This is an optimization exercise on Yosys and OpenROAD, whose aim is small area, not a production implementation. Only the layout flow was run in this run; the RTL was not checked for function there. Power and IR drop assume default switching activity.

<file path="design.v">
module uart #(
    parameter int FRECUENCIA_RELOJ = 25000000,
    parameter int VELOCIDAD_BAUD   = 115200
) (
    input  logic       clk,
    input  logic       rst_n,     
    input  logic       rx_entrada,
    output logic       tx_salida,
    output logic [7:0] dato_rx,
    output logic       rx_valido,
    input  logic       rx_leido,
    input  logic [7:0] dato_tx,
    input  logic       tx_inicio,
    output logic       tx_ocupado
);
    localparam int DIVISOR = FRECUENCIA_RELOJ / VELOCIDAD_BAUD / 16;
    logic [15:0] contador_baud;
    logic        pulso_muestreo;
    assign pulso_muestreo = (contador_baud == 0);
    always_ff @(posedge clk) begin
        if (!rst_n) contador_baud <= DIVISOR - 1;
        else begin
            contador_baud <= contador_baud - 1;
            if (contador_baud == 0) contador_baud <= DIVISOR - 1;
        end
    end
    logic rx_sinc1, rx_sinc2;
    always_ff @(posedge clk) begin
        rx_sinc1 <= rx_entrada;
        rx_sinc2 <= rx_sinc1;
    end
    logic       rx_en_proceso;
    logic [3:0] rx_muestras;
    logic [3:0] rx_indice_bit;
    logic [7:0] rx_buffer;
    always_ff @(posedge clk) begin
        if (!rst_n) begin
            rx_en_proceso <= 0; rx_muestras <= 0; rx_indice_bit <= 0;
            rx_valido <= 0; rx_buffer <= 0; dato_rx <= 0;
        end else begin
            if (rx_leido) rx_valido <= 0;  
            if (pulso_muestreo) begin
                if (!rx_en_proceso) begin
                    if (!rx_sinc2) begin  
                        rx_en_proceso <= 1;
                        rx_muestras   <= 7;
                        rx_indice_bit <= 0;
                    end
                end else begin
                    rx_muestras <= rx_muestras + 1;
                    if (rx_muestras == 0) begin
                        rx_indice_bit <= rx_indice_bit + 1;
                        if (rx_indice_bit == 0) begin  
                            if (rx_sinc2) rx_en_proceso <= 0;
                        end else if (rx_indice_bit == 9) begin  
                            rx_en_proceso <= 0;
                            if (rx_sinc2) begin  
                                dato_rx   <= rx_buffer;
                                rx_valido <= 1;
                            end
                        end else begin  
                            rx_buffer <= {rx_sinc2, rx_buffer[7:1]};
                        end
                    end
                end
            end
        end
    end
    logic [3:0] tx_indice_bit;
    logic [3:0] tx_muestras;
    logic [7:0] tx_buffer;
    always_ff @(posedge clk) begin
        if (!rst_n) begin
            tx_ocupado <= 0; tx_salida <= 1; 
            tx_muestras <= 0; tx_indice_bit <= 0; tx_buffer <= 0;
        end else begin
            if (tx_inicio && !tx_ocupado) begin
                tx_buffer     <= dato_tx;
                tx_indice_bit <= 0;
                tx_muestras   <= 0;
                tx_ocupado    <= 1;
            end
            if (pulso_muestreo && tx_ocupado) begin
                tx_muestras <= tx_muestras + 1;
                if (tx_muestras == 0) begin
                    tx_indice_bit <= tx_indice_bit + 1;
                    if (tx_indice_bit == 0)      tx_salida <= 0;  
                    else if (tx_indice_bit == 9) tx_salida <= 1;  
                    else if (tx_indice_bit == 10) begin           
                        tx_indice_bit <= 0;
                        tx_ocupado    <= 0;
                    end else begin                                
                        tx_salida <= tx_buffer[0];
                        tx_buffer <= {1'b0, tx_buffer[7:1]};
                    end
                end
            end
        end
    end
endmodule
module multiplicador (
    input  logic        clk,
    input  logic        rst_n,
    input  logic        iniciar,
    input  logic [15:0] operando_a,
    input  logic [15:0] operando_b,
    output logic [31:0] producto,
    output logic        terminado
);
    logic [15:0] b_temp;
    logic [4:0]  contador;
    logic        ocupado;
    always_ff @(posedge clk) begin
        if (!rst_n) begin
            terminado <= 0; ocupado <= 0; producto <= 0; b_temp <= 0; contador <= 0;
        end else begin
            if (iniciar && !ocupado) begin
                b_temp   <= operando_b;
                producto <= 0;
                ocupado  <= 1;
                terminado <= 0;
                contador <= 0;
            end else if (ocupado) begin
                if (contador == 16) begin
                    terminado <= 1;
                    ocupado   <= 0;
                end else begin
                    if (b_temp[0]) begin
                        producto <= producto + (32'(operando_a) << contador);
                    end
                    b_temp   <= b_temp >> 1;
                    contador <= contador + 1;
                end
            end
        end
    end
endmodule
module divisor (
    input  logic        clk,
    input  logic        rst_n,
    input  logic        iniciar,
    input  logic [15:0] dividendo,
    input  logic [15:0] divisor,
    output logic [31:0] cociente,
    output logic        terminado
);
    typedef enum logic [2:0] {REPOSO, INICIO, DESPLAZAR, VERIFICAR, CHECK_FIN, FIN} estados_t;
    estados_t estado;
    logic [31:0] reg_a;
    logic [15:0] reg_b;
    logic [4:0]  iteracion;
    logic [15:0] diferencia;
    assign diferencia = reg_a[31:16] - reg_b;
    always_ff @(posedge clk) begin
        if (!rst_n) begin
            terminado <= 0; cociente <= 0; estado <= REPOSO;
            reg_a <= 0; reg_b <= 0; iteracion <= 0;
        end else begin
            case (estado)
                REPOSO: begin
                    terminado <= 0;
                    if (iniciar) estado <= INICIO;
                end
                INICIO: begin
                    reg_a <= {16'b0, dividendo};
                    reg_b <= divisor;
                    iteracion <= 16;
                    estado <= DESPLAZAR;
                end
                DESPLAZAR: begin
                    reg_a <= reg_a << 1;
                    iteracion <= iteracion - 1;
                    estado <= VERIFICAR;
                end
                VERIFICAR: begin
                    if (reg_a[31:16] >= reg_b) begin
                        reg_a[31:16] <= reg_a[31:16] - reg_b;
                        reg_a[0] <= 1;  
                    end
                    estado <= CHECK_FIN;
                end
                CHECK_FIN: begin
                    if (iteracion == 0) estado <= FIN;
                    else estado <= DESPLAZAR;
                end
                FIN: begin
                    cociente <= reg_a;
                    terminado <= 1;
                    estado <= REPOSO;
                end
            endcase
        end
    end
endmodule
module raiz (
    input  logic        clk,
    input  logic        rst_n,
    input  logic        iniciar,
    input  logic [15:0] radicando,
    output logic [15:0] raiz_res,
    output logic        terminado
);
    logic [31:0] op_actual;
    logic [15:0] raiz_temp;
    logic [15:0] uno;
    logic        ocupado;
    always_ff @(posedge clk) begin
        if (!rst_n) begin
            terminado <= 0; ocupado <= 0; raiz_res <= 0;
        end else begin
            if (iniciar && !ocupado) begin
                op_actual <= radicando;
                raiz_temp <= 0;
                uno <= 1 << 14;  
                ocupado <= 1;
                terminado <= 0;
            end else if (ocupado) begin
                if (uno != 0) begin
                    if (op_actual >= (raiz_temp + uno)) begin
                        op_actual <= op_actual - (raiz_temp + uno);
                        raiz_temp <= (raiz_temp >> 1) + uno;
                    end else begin
                        raiz_temp <= raiz_temp >> 1;
                    end
                    uno <= uno >> 2;
                end else begin
                    raiz_res <= raiz_temp;
                    terminado <= 1;
                    ocupado <= 0;
                end
            end
        end
    end
endmodule
module bcd (
    input  logic        clk,
    input  logic        rst_n,
    input  logic        iniciar,
    input  logic [15:0] binario,
    output logic [19:0] bcd_salida,
    output logic        terminado
);
    logic [35:0] registro;
    logic [4:0]  contador;
    logic        ocupado;
    always_ff @(posedge clk) begin
        logic [35:0] temp;
        if (!rst_n) begin
            terminado <= 0; ocupado <= 0; contador <= 0; registro <= 0; bcd_salida <= 0;
        end else begin
            if (iniciar && !ocupado) begin
                registro <= {20'd0, binario};
                contador <= 0;
                ocupado  <= 1;
                terminado <= 0;
            end else if (ocupado) begin
                if (contador == 16) begin
                    bcd_salida <= registro[35:16];
                    terminado  <= 1;
                    ocupado    <= 0;
                end else begin
                    temp = registro;
                    if (temp[19:16] >= 5) temp[19:16] += 3;
                    if (temp[23:20] >= 5) temp[23:20] += 3;
                    if (temp[27:24] >= 5) temp[27:24] += 3;
                    if (temp[31:28] >= 5) temp[31:28] += 3;
                    if (temp[35:32] >= 5) temp[35:32] += 3;
                    registro <= temp << 1;
                    contador <= contador + 1;
                end
            end
        end
    end
endmodule
module controlador (
    input  logic       clk,
    input  logic       rst_n,
    input  logic       rx_pin,
    output logic       tx_pin
);
    typedef enum logic [4:0] {
        REPOSO,
        LEER_A, LEER_OP, LEER_B,
        VERIFICAR_Q, VERIFICAR_R,
        CALCULAR,
        INICIO_OP,
        ESPERA_RESULTADO,
        INICIO_CONV, PAUSA_CONV, ESPERA_CONV,
        ESPERA_TX,
        ERROR_1, ERROR_2, ERROR_3,
        IMPRIMIR_DIG_4, IMPRIMIR_DIG_3, IMPRIMIR_DIG_2, IMPRIMIR_DIG_1, IMPRIMIR_DIG_0,
        SALTO_LINEA_1, SALTO_LINEA_2
    } estados_t;
    estados_t estado;
    estados_t estado_siguiente;
    logic [31:0] op1, op2, resultado_calc;
    logic [7:0]  codigo_op;
    logic        bandera_lectura;
    logic        ceros_visibles;
    logic [7:0] rx_dato, tx_dato;
    logic       rx_listo, rx_ack, tx_start, tx_busy;
    uart #(.FRECUENCIA_RELOJ(25000000)) modulo_com (
        .clk(clk), .rst_n(rst_n),
        .rx_entrada(rx_pin), .tx_salida(tx_pin),
        .dato_rx(rx_dato), .rx_valido(rx_listo), .rx_leido(rx_ack),
        .dato_tx(tx_dato), .tx_inicio(tx_start), .tx_ocupado(tx_busy)
    );
    logic [31:0] res_mult, res_div;
    logic [15:0] res_raiz;
    logic        fin_mult, fin_div, fin_raiz, fin_bcd;
    logic        start_mult, start_div, start_raiz, start_bcd;
    logic [19:0] res_bcd;
    multiplicador u_mult (.clk(clk), .rst_n(rst_n), .iniciar(start_mult), .operando_a(op1[15:0]), .operando_b(op2[15:0]), .producto(res_mult), .terminado(fin_mult));
    divisor       u_div  (.clk(clk), .rst_n(rst_n), .iniciar(start_div),  .dividendo(op1[15:0]),  .divisor(op2[15:0]),   .cociente(res_div),  .terminado(fin_div));
    raiz          u_raiz (.clk(clk), .rst_n(rst_n), .iniciar(start_raiz), .radicando(op1[15:0]), .raiz_res(res_raiz),   .terminado(fin_raiz));
    bcd           u_conv (.clk(clk), .rst_n(rst_n), .iniciar(start_bcd),  .binario(resultado_calc[15:0]), .bcd_salida(res_bcd), .terminado(fin_bcd));
    always_ff @(posedge clk) begin
        if (!rst_n) begin
            estado <= REPOSO;
            op1 <= 0; op2 <= 0; resultado_calc <= 0; codigo_op <= 0;
            tx_start <= 0; start_mult <= 0; start_div <= 0; start_raiz <= 0; start_bcd <= 0;
            rx_ack <= 0; bandera_lectura <= 0; ceros_visibles <= 0;
        end else begin
            tx_start <= 0; start_mult <= 0; start_div <= 0; start_raiz <= 0; start_bcd <= 0; rx_ack <= 0;
            if (!rx_listo) bandera_lectura <= 0;
            case (estado)
                REPOSO: begin
                    op1 <= 0; op2 <= 0; estado <= LEER_A;
                end
                LEER_A: begin
                    if (rx_listo && !bandera_lectura) begin
                        bandera_lectura <= 1; rx_ack <= 1;
                        if (rx_dato >= 48 && rx_dato <= 57) begin
                            op1 <= (op1 * 10) + (rx_dato - 48);
                            tx_dato <= rx_dato; tx_start <= 1;
                        end else if (rx_dato == "+" || rx_dato == "-" || rx_dato == "*" || rx_dato == "/") begin
                            codigo_op <= rx_dato; tx_dato <= rx_dato; tx_start <= 1;
                            estado <= LEER_B;
                        end else if (rx_dato == "s") begin
                            tx_dato <= rx_dato; tx_start <= 1;
                            estado <= VERIFICAR_Q;
                        end
                    end
                end
                VERIFICAR_Q: begin
                    if (rx_listo && !bandera_lectura) begin
                        bandera_lectura <= 1; rx_ack <= 1;
                        if (rx_dato == "q") begin
                            tx_dato <= rx_dato; tx_start <= 1; estado <= VERIFICAR_R;
                        end else estado <= REPOSO;
                    end
                end
                VERIFICAR_R: begin
                    if (rx_listo && !bandera_lectura) begin
                        bandera_lectura <= 1; rx_ack <= 1;
                        if (rx_dato == "r") begin
                            tx_dato <= rx_dato; tx_start <= 1;
                            codigo_op <= "s"; estado <= CALCULAR;
                        end else estado <= REPOSO;
                    end
                end
                LEER_B: begin
                    if (rx_listo && !bandera_lectura) begin
                        bandera_lectura <= 1; rx_ack <= 1;
                        if (rx_dato >= 48 && rx_dato <= 57) begin
                            op2 <= (op2 * 10) + (rx_dato - 48);
                            tx_dato <= rx_dato; tx_start <= 1;
                        end else if (rx_dato == 13 || rx_dato == 61) begin
                            tx_dato <= 61; tx_start <= 1; estado <= CALCULAR;
                        end
                    end
                end
                CALCULAR: begin
                    if (!tx_busy) begin
                        case (codigo_op)
                            "+": begin resultado_calc <= op1 + op2; estado <= INICIO_CONV; end
                            "-": begin resultado_calc <= op1 - op2; estado <= INICIO_CONV; end
                            "*": begin start_mult <= 1; estado <= INICIO_OP; end  
                            "/": begin
                                if (op2 == 0) estado <= ERROR_1;
                                else begin start_div <= 1; estado <= INICIO_OP; end
                            end
                            "s": begin start_raiz <= 1; estado <= INICIO_OP; end
                            default: estado <= REPOSO;
                        endcase
                    end
                end
                INICIO_OP: begin
                    estado <= ESPERA_RESULTADO;
                end
                ESPERA_RESULTADO: begin
                    case (codigo_op)
                        "*": if (fin_mult) begin resultado_calc <= res_mult; estado <= INICIO_CONV; end
                        "/": if (fin_div)  begin resultado_calc <= res_div;  estado <= INICIO_CONV; end
                        "s": if (fin_raiz) begin resultado_calc <= {16'b0, res_raiz}; estado <= INICIO_CONV; end
                    endcase
                end
                INICIO_CONV: begin start_bcd <= 1; ceros_visibles <= 0; estado <= PAUSA_CONV; end
                PAUSA_CONV:  begin start_bcd <= 0; estado <= ESPERA_CONV; end
                ESPERA_CONV: begin if (fin_bcd) estado <= IMPRIMIR_DIG_4; end
                ESPERA_TX: estado <= estado_siguiente;
                ERROR_1: if(!tx_busy) begin tx_dato <= "E"; tx_start <= 1; estado_siguiente <= ERROR_2; estado <= ESPERA_TX; end
                ERROR_2: if(!tx_busy) begin tx_dato <= "r"; tx_start <= 1; estado_siguiente <= ERROR_3; estado <= ESPERA_TX; end
                ERROR_3: if(!tx_busy) begin tx_dato <= "r"; tx_start <= 1; estado_siguiente <= SALTO_LINEA_1; estado <= ESPERA_TX; end
                IMPRIMIR_DIG_4: if(!tx_busy) begin
                    if(res_bcd[19:16] > 0) begin tx_dato <= res_bcd[19:16] + 48; tx_start <= 1; ceros_visibles <= 1; estado_siguiente <= IMPRIMIR_DIG_3; estado <= ESPERA_TX; end
                    else estado <= IMPRIMIR_DIG_3;
                end
                IMPRIMIR_DIG_3: if(!tx_busy) begin
                    if(res_bcd[15:12] > 0 || ceros_visibles) begin tx_dato <= res_bcd[15:12] + 48; tx_start <= 1; ceros_visibles <= 1; estado_siguiente <= IMPRIMIR_DIG_2; estado <= ESPERA_TX; end
                    else estado <= IMPRIMIR_DIG_2;
                end
                IMPRIMIR_DIG_2: if(!tx_busy) begin
                    if(res_bcd[11:8] > 0 || ceros_visibles) begin tx_dato <= res_bcd[11:8] + 48; tx_start <= 1; ceros_visibles <= 1; estado_siguiente <= IMPRIMIR_DIG_1; estado <= ESPERA_TX; end
                    else estado <= IMPRIMIR_DIG_1;
                end
                IMPRIMIR_DIG_1: if(!tx_busy) begin
                    if(res_bcd[7:4] > 0 || ceros_visibles) begin tx_dato <= res_bcd[7:4] + 48; tx_start <= 1; ceros_visibles <= 1; estado_siguiente <= IMPRIMIR_DIG_0; estado <= ESPERA_TX; end
                    else estado <= IMPRIMIR_DIG_0;
                end
                IMPRIMIR_DIG_0: if(!tx_busy) begin
                    tx_dato <= res_bcd[3:0] + 48; tx_start <= 1; estado_siguiente <= SALTO_LINEA_1; estado <= ESPERA_TX;
                end
                SALTO_LINEA_1: if(!tx_busy) begin tx_dato <= 13; tx_start <= 1; estado_siguiente <= SALTO_LINEA_2; estado <= ESPERA_TX; end
                SALTO_LINEA_2: if(!tx_busy) begin tx_dato <= 10; tx_start <= 1; estado_siguiente <= REPOSO; estado <= ESPERA_TX; end
            endcase
        end
    end
endmodule
</file>
<file path="run.sh">
#!/bin/bash
# synth_recipe.tcl (not shown) runs the flow's synth.tcl, then flattens the netlist and writes it again
# the make line also repeats each setting of config.mk as NAME=value (left out here)
make -C /OpenROAD-flow-scripts/flow DESIGN_CONFIG=/design/flow/config.mk WORK_HOME=/design/flow/orfs CLKGATE_MAP_FILE= SYNTH_SCRIPT=/design/flow/synth_recipe.tcl finish
</file>
<file path="config.mk">
export PLATFORM = sky130hd
export DESIGN_NAME = controlador
export DESIGN_NICKNAME = controlador
export VERILOG_FILES = /design/flow/design.v
export SDC_FILE = /design/flow/constraint.sdc
export NUM_CORES = 4
export LEC_CHECK = 0
export CAP_MARGIN = 20
export CORE_MARGIN = 2
export CORE_UTILIZATION = 45
export PLACE_DENSITY = 0.6
export SLEW_MARGIN = 20
</file>
<file path="constraint.sdc">
create_clock -name core_clock -period 40.0 [get_ports {clk}]
set_input_delay 8.0000 -clock core_clock [delete_from_list [all_inputs] [get_ports {clk}]]
set_output_delay 8.0000 -clock core_clock [all_outputs]
set_load 0.01 [all_outputs]
</file>
==> results.yml <==
drt:
  vias: 23512
  wl_per_cell_um: 17.8
  route.met2.wl_um: 32300
  wl_met1_um: 33900
  drcViolationCount: 0
  totalWireLength_um: 72100
  wl_met3_um: 3930
  route.top_layer_used: "met4"
  vias_per_cell: 5.81
  drt_iter0_drc: 1717
  antenna_left: 0
  drt_pass1_iterations: 6
critical_path:
  arrival_ps: 10510
  crit_top_cell: "buf_4"
  start_kind: "primary input"
  reg2reg_depth: 21
  critPathMaxFanout: 89
  max_stage_delay_ps: 820
  cp.required_ps: 40470
  crit_cells: 5
  r2r_start: "op2[3]"
  crit_chain: "buf_2 -> inv_6 -> buf_4 -> buf_4 -> o41ai_1"
  cp_num_buf_inv: 4
  r2r_slack_ps: 34190
  crit_family: "buffers and inverters"
  r2r_end: "op2[30]"
  crit_type: "in -> reg"
  crit_path_end_kind: "register"
  cpMaxStageDelayCell: "buf_4"
timing:
  slew_viol_final: 0
  finalCritPeriodShare_pct: 25.1
  slew_headroom_pct: 29.5
  finClkSkew_ps: 27.6
  finalHoldViolCount: 0
  worst_pin_slew_ps: 1060
  final.setup.tns_ps: 0
  fin_crit_ps: 10040
  hold_ws_ps: 330
  layout_setup_ws_ps: 29960
  rsz0062_at_grt: "false"
  setup_violations: 0
  max_freq_mhz: 99.6
cts:
  post_cts_resized: 0
  hold_buffers: 0
  cts_buffer_depth: 3
  cts_setup_buffers: 0
  root_buffer: "clkbuf_16"
  path_clk_slew_ps: 60
  clkSinkCount: 409
  cts_tree: "built"
  cts_inserted_buffers: 49
  htree_levels: 2
  insertion_delay_ps: 610
die:
  initial_core_util_pct: 45.4
  core_region_area_mm2: 0.0589
  rows: 89
  die_area_mm2: 0.0614
  die-width_um: 248
  die_y_um: 248
  io-pin-count: 4
grt:
  grt_antenna_before_repair: 0
  grt_pass1_vias: 22084
  grt_pass1_wl_um: 116000
  grtUsageTotal_pct: 23.2
  overflow: 0
  grt_max_degree: 90
place:
  io_buffers: 3
  place_congestion: 0.877
  place_area_mm2: 0.0273
  post-place-ws_ps: 29360
  hpwl_um: 51000
final_layout:
  layout_common_cells: "nand2_1, a21oi_1, nor2_1, dfxtp_1, ha_1"
  final_common_cell: "nand2_1"
  fillers: 5627
  regArea_mm2: 0.00888
  diodes: 0
  multi_input_area_mm2: 0.0168
  fin_area_mm2: 0.0291
  fin_util_pct: 49.3
  area_delta_synth_final_pct: 8.77
  drive_gt1_share_pct: 5.04
  nets: 3480
synth:
  synth_async_sr_flop_share_pct: 0
  synth_area_leaders: "dfxtp_1, ha_1, edfxtp_1, a21oi_1, nand2_1"
  synth_ff_type: "dfxtp_1"
  synth_area_per_cell_um2: 8.08
  ys_ff_latch: 409
  synth_top_area_cell: "dfxtp_1"
  syn_nets: 3554
  synth_seq_area_share_pct: 33.2
  synth_edf_count: 69
  synth_cell_types: 84
  syn_inst: 3309
  yosys_warnings: 6
  synth_top_area_share_pct: 25.5
  syn_area_mm2: 0.0267
hold_path:
  hold_depth: 0
  min_from: "modulo_com.rx_sinc1"
  min_to: "modulo_com.rx_sinc2"
  hp-class: "reg -> reg"
power:
  p_clk_share_pct: 39.4
  p_switching_w: 0.000383
  p_comb_share_pct: 22.3
  p_int_w: 0.000822
  p_leak_nw: 11.5
  max-vdd-ir-drop_uv: 32.8
  p_sw_share_pct: 31.8
  seqPwrFrac_pct: 38.2
  power_density_mw_per_mm2: 41.4
outcome:
  status: "no timing/DRC/antenna violations"
flow_run:
  max_cap_viol_count: 0
-- sequential cells by signal, summed over array words and instances, names as in the netlist, 16 cells and up --
name and flops:
u_raiz.raiz_temp 16, u_conv.bcd_salida 20, resultado_calc 16, u_div.reg_a 32, u_raiz.raiz_res 16, op2 32, modulo_com.contador_baud 16, u_mult.b_temp 16
u_div.reg_b 16, u_mult.producto 16, u_conv.registro 36, op1 16, u_raiz.op_actual 32, u_div.cociente 16
-- through the flow --
stage | instances | total power [W]
2_1_floorplan | 3309 | 0.000665
3_3_place_gp | 3957 | 0.000728
3_5_place_dp | 3957 | 0.000733
4_1_cts | 4048 | 0.00121
5_1_grt | 4048 | 0.00126
6_report | 4048 | 0.00120
-- final cells by class --
type | instances | share of cell area (%)
inverters | 116 | 1.52
multi-input cells | 2629 | 57.9
repair buffers | 30 | 0.783
flip-flops and latches | 409 | 30.5
well taps | 773 | 3.33
clock inverters | 23 | 1.05
clock buffers | 68 | 4.89
-- cells in the mapped netlist (all sizes together), types with 14 or more instances --
master  instances
inv           114
a31oi          31
o21a           21
o21ai         146
a21o           49
dfxtp         340
a21oi         363
o211ai         14
and3           35
o21bai         29
mux2i          77
o31ai          15
edfxtp         69
a311oi         20
xnor2         109
nand3          87
nand2         450
ha            234
buf            16
a22oi          54
nor4           16
a211oi         40
nor2          346
xor2           86
nor3           83
nor2b          48
or3            36
nand2b         37
nand4          22
clkbuf        139
and2           18
-- logic make-up after synthesis --
| family | synth area share, % |
|---|---|
| adder cells (fa/ha/maj) | 11.6 |
| multiplexers | 3.52 |
| buffers and inverters | 3.90 |
| flip-flops | 33.2 |
| XOR/XNOR | 6.48 |
| AO/OA/AOI/OAI | 20.4 |
| AND/OR/NAND/NOR | 20.9 |
-- metal layers --
metal / GRT usage (%) / up-vias
met1: 31.5 / 11146
met4: 7.08 / 0
met5: 0 / -
met3: 3.65 / 126
met2: 37.9 / 569
li1: - / 11671
-- how the worst max path moves through the flow --
stage               startpoint             endpoint
floorplan                rst_n  u_raiz.op_actual[0]
global placement         rst_n   resultado_calc[14]
finish                   rst_n   resultado_calc[14]
detailed placement       rst_n   resultado_calc[14]
CTS                      rst_n   resultado_calc[14]
global route             rst_n      u_div.reg_a[30]
-- power by group through the flow --
stage / Combinational, W / Sequential, W / Clock, W
6_report: 0.000269 / 0.000461 / 0.000475
5_1_grt: 0.000297 / 0.000462 / 0.000502
4_1_cts: 0.000266 / 0.000460 / 0.000486
3_5_place_dp: 0.000264 / 0.000468 / 0
3_3_place_gp: 0.000260 / 0.000468 / 0
2_1_floorplan: 0.000216 / 0.000449 / 0

static timing again, ports no longer ideal:
The flow's constraints put no driver on any port. The routed layout listed below was extracted and timed again, unchanged, in two steps.
Step 1, drivers: a clkbuf_16 drives clk and a buf_2 each remaining input, both assumed.
Step 2 also shifts input and output timing later by t, the mid clock arrival at the registers, as if the neighbouring blocks saw the same clock.
Three values: no drivers, after step 1, after step 2; two values: the first two.
t (ns): 0.654
setup WS [ns]: 29.960 / 29.987 / 29.333
slew at the worst register clock pin (ns): 0.06 / 0.06
cell pins on the clock port's net: 1
After both steps this run still meets setup and hold. The setup slack of this run moves by +0.027 ns with the drivers and by -0.627 ns with both steps.
